Source: an optimization exercise on an open RTL-to-GDS flow (aim: small area). Production flows keep margins and buffers that such runs may drop.
RTL that was checked went through simulation tests only; none was proved equivalent to the original.
No activity file was given, so power comes from the tool's default toggle rates.

Setup of red:
==> flow/design.v (excerpt) <==
module pedal_audio(
    input  wire        AUD_BCLK,
    input  wire        reset,
    input  wire [1:0]  SW,
    input  wire        AUD_ADCLRCK,
    input  wire        AUD_ADCDAT,
    output wire        AUD_DACLRCK,
    output wire        AUD_DACDAT
);
Size: about 300 cells after synthesis, roughly 8 I/O pins, ~2600 um2 of cells after synthesis.
clock: 20.0 ns
lec_check: 0
abc_area: 1
cap_margin: 20
core_margin: 2
core_utilization: 40
slew_margin: 20
buffer_ports_args: -buffer_cell sky130_fd_sc_hd__buf_1
cts_args: -sink_clustering_enable -repair_clock_nets -dont_use_dummy_load -buf_list sky130_fd_sc_hd__clkbuf_2 -root_buf sky130_fd_sc_hd__clkbuf_8
standard.sh (not shown) runs the stock make flow with config.mk's settings and CLKGATE_MAP_FILE= SYNTH_SCRIPT=/design/flow/synth_recipe.tcl, a recipe that flattens the netlist after the stock synthesis.
==> flow/flow/run.sh <==
#!/bin/bash
# Own layout flow: the standard flow (standard.sh), with
#  * area-only ABC mapping in synthesis (flow/abc_area_only.tcl),
#  * the smallest buffer on each port,
#  * clock tree synthesis without dummy loads.
# Each step's full output is in orfs/logs/; make's output is in flow_make.log.
set -euo pipefail
W=$(pwd)
F=$W/flow
export AREA_ABC_SCRIPT=$F/area.script
cat $F/abc_area_only.tcl $W/synth_recipe.tcl > $W/area_synth.tcl
sed "s#$W/synth_recipe.tcl#$W/area_synth.tcl#g" $W/standard.sh > $W/area_standard.sh
grep -q area_synth.tcl $W/area_standard.sh
cat >> $W/config.mk <<'EOC'
export BUFFER_PORTS_ARGS = -buffer_cell sky130_fd_sc_hd__buf_1
export CTS_ARGS = -sink_clustering_enable -repair_clock_nets -dont_use_dummy_load -buf_list sky130_fd_sc_hd__clkbuf_2 -root_buf sky130_fd_sc_hd__clkbuf_8
EOC
bash $W/area_standard.sh > $W/flow_make.log 2>&1
==> flow/flow/abc_area_only.tcl <==
# Area-only technology mapping: ABC gets flow/area.script (plain area
# mapping) in place of ORFS's script, which also buffers and upsizes gates
# for speed; the clock period here leaves a wide margin. Everything else in
# the standard synthesis is unchanged, so the registers keep their names and
# cell types.
proc abc {args} {
  set i [lsearch -exact $args -script]
  if { $i >= 0 } {
    set args [lreplace $args [expr {$i + 1}] [expr {$i + 1}] $::env(AREA_ABC_SCRIPT)]
  }
  set j [lsearch -exact $args -D]
  if { $j >= 0 } {
    set args [lreplace $args $j [expr {$j + 1}]]
  }
  yosys abc {*}$args
}
==> flow/flow/area.script <==
strash
dch
amap
topo
## Diff of input files: blue against red
==> flow/flow/abc_area_only.tcl <==
# Area-only technology mapping. ABC gets flow/area.script (plain area
# mapping) in place of ORFS's script, which also buffers and upsizes gates
# for speed; the clock period here leaves a wide margin. Full and half adders
# are not extracted into fixed fa/ha cells first, so ABC maps that logic
# with the rest. Everything else in the standard synthesis is unchanged, so
# the registers keep their names and cell types.
unset -nocomplain ::env(ADDER_MAP_FILE)
proc abc {args} {
  set i [lsearch -exact $args -script]
  if { $i >= 0 } {
    set args [lreplace $args [expr {$i + 1}] [expr {$i + 1}] $::env(AREA_ABC_SCRIPT)]
  }
  set j [lsearch -exact $args -D]
  if { $j >= 0 } {
    set args [lreplace $args $j [expr {$j + 1}]]
  }
  yosys abc {*}$args
}
Results
- From red to blue the numbers moved as follows: non-filler instance count after layout +about 7%, final hold slack closely matched the old numbers, portion of the layout cell area used by clock cells now sits at about the same level.
- blue finished every step from synthesis to the final layout, and the layout passed the timing, DRC and antenna checks.
- When blue is measured against red, its flip-flop and latch share of the layout cell area turns out 0.88 points higher.

* * *

run A:
Another version of the RTL of pedal_audio (not shown whole).
Size in the first run: roughly 300 cells after synthesis, about 49 flip-flops, about 8 I/O pins, ~2700 µm² of cells after synthesis.
Settings: LEC_CHECK=0, ABC_AREA=1, CAP_MARGIN=0, CORE_MARGIN=2, CORE_UTILIZATION=40, SLEW_MARGIN=0, BUFFER_PORTS_ARGS=-buffer_cell sky130_fd_sc_hd__buf_1, CTS_ARGS=-sink_clustering_enable -dont_use_dummy_load -buf_list sky130_fd_sc_hd__clkbuf_4 -root_buf sky130_fd_sc_hd__clkbuf_8; clock period 20.0 ns.
==> flow/flow/run.sh <==
#!/bin/bash
# Own layout flow: the standard flow (standard.sh), with
#  * area-only ABC mapping in synthesis (flow/abc_area_only.tcl),
#  * the smallest buffer on each port,
#  * clock tree synthesis without dummy loads.
# Each step's full output is in orfs/logs/; make's output is in flow_make.log.
set -euo pipefail
W=$(pwd)
F=$W/flow
export AREA_ABC_SCRIPT=$F/area.script
cat $F/abc_area_only.tcl $W/synth_recipe.tcl > $W/area_synth.tcl
sed "s#$W/synth_recipe.tcl#$W/area_synth.tcl#g" $W/standard.sh > $W/area_standard.sh
grep -q area_synth.tcl $W/area_standard.sh
cat >> $W/config.mk <<'EOC'
export BUFFER_PORTS_ARGS = -buffer_cell sky130_fd_sc_hd__buf_1
export CTS_ARGS = -sink_clustering_enable -dont_use_dummy_load -buf_list sky130_fd_sc_hd__clkbuf_4 -root_buf sky130_fd_sc_hd__clkbuf_8
EOC
bash $W/area_standard.sh > $W/flow_make.log 2>&1
==> flow/flow/abc_area_only.tcl <==
# Area-only technology mapping: ABC gets flow/area.script (plain area
# mapping) in place of ORFS's script, which also buffers and upsizes gates
# for speed; the clock period here leaves a wide margin. Everything else in
# the standard synthesis is unchanged, so the registers keep their names and
# cell types.
proc abc {args} {
  set i [lsearch -exact $args -script]
  if { $i >= 0 } {
    set args [lreplace $args [expr {$i + 1}] [expr {$i + 1}] $::env(AREA_ABC_SCRIPT)]
  }
  set j [lsearch -exact $args -D]
  if { $j >= 0 } {
    set args [lreplace $args $j [expr {$j + 1}]]
  }
  yosys abc {*}$args
}
Scripts as last shown in full above: flow/flow/area.script
Inputs modified between run A and run B:
-- flow/flow/run.sh --
<<< run A, line 16
export CTS_ARGS = -sink_clustering_enable -dont_use_dummy_load -buf_list sky130_fd_sc_hd__clkbuf_4 -root_buf sky130_fd_sc_hd__clkbuf_8
>>> run B, line 16
export CTS_ARGS = -sink_clustering_enable -repair_clock_nets -dont_use_dummy_load -buf_list sky130_fd_sc_hd__clkbuf_2 -root_buf sky130_fd_sc_hd__clkbuf_8
-- flow/config.mk --
<<< run A, line 14
export CTS_ARGS = -sink_clustering_enable -dont_use_dummy_load -buf_list sky130_fd_sc_hd__clkbuf_4 -root_buf sky130_fd_sc_hd__clkbuf_8
>>> run B, line 14
export CTS_ARGS = -sink_clustering_enable -repair_clock_nets -dont_use_dummy_load -buf_list sky130_fd_sc_hd__clkbuf_2 -root_buf sky130_fd_sc_hd__clkbuf_8
==> comparison <==
Count of cells along the worst register-to-register path came out exactly the same in run B and run A. Taking run A as the reference, in run B area enclosed by the die boundary shows no meaningful change, global-route wire length before repair saw little to no change.
Inputs modified between run B and run C:
-- flow/config.mk --
<<< run B, line 9
export CAP_MARGIN = 0
>>> run C, line 9
export CAP_MARGIN = 20
<<< run B, line 12
export SLEW_MARGIN = 0
>>> run C, line 12
export SLEW_MARGIN = 20
### Flow results
- Compared with run B, in run C share of power burned in combinational logic neither gained nor lost much, post-route non-filler standard cell count now sits at about the same level, first-pass GRT wire length comparable, total placed cells including tap cells held steady.
- Taking run B as the reference, in run C switching power as a share of total power held; global routing usage on met1 flat; post-route core utilization now sits at about the same level.
- | via-per-instance ratio | run B vs run C | ≈ equal |
- Reported for run B and run C, die outline area turned out identical to the last digit.
No run of this note included a check of the RTL's function; only the layout flow was run.

## what the ideal ports hide
The flow's constraints put no driver on any port. The routed layouts listed below were extracted and timed again, unchanged, in two steps.
Step 1 (the two cells are an assumption about what drives the block):
set clk [get_ports {AUD_BCLK}]
set_driving_cell -lib_cell sky130_fd_sc_hd__clkbuf_16 $clk
set_driving_cell -lib_cell sky130_fd_sc_hd__buf_2 [delete_from_list [all_inputs] $clk]
Step 2, shift: input delay + t, output delay - t, t = (earliest + latest rising clock arrival at the registers) / 2. This alone moves slack from input paths to output paths.
a / b / c = no drivers / after step 1 / after step 2; a / b = the first two.
| run | shift t [ns] | setup WS [ns] | hold WS [ns] |
|---|---|---|---|
| red | 0.323 | 8.972 / 8.981 / 8.659 | 0.330 / 0.330 / 0.330 |
| blue | 0.319 | 10.042 / 10.049 / 9.731 | 0.331 / 0.331 / 0.331 |
| run A | 0.323 | 9.896 / 9.904 / 9.581 | 0.331 / 0.331 / 0.331 |
| run B | 0.323 | 9.896 / 9.904 / 9.581 | 0.331 / 0.331 / 0.331 |
| run C | 0.323 | 9.896 / 9.904 / 9.581 | 0.331 / 0.331 / 0.331 |
After both steps setup and hold are still met in every run listed.
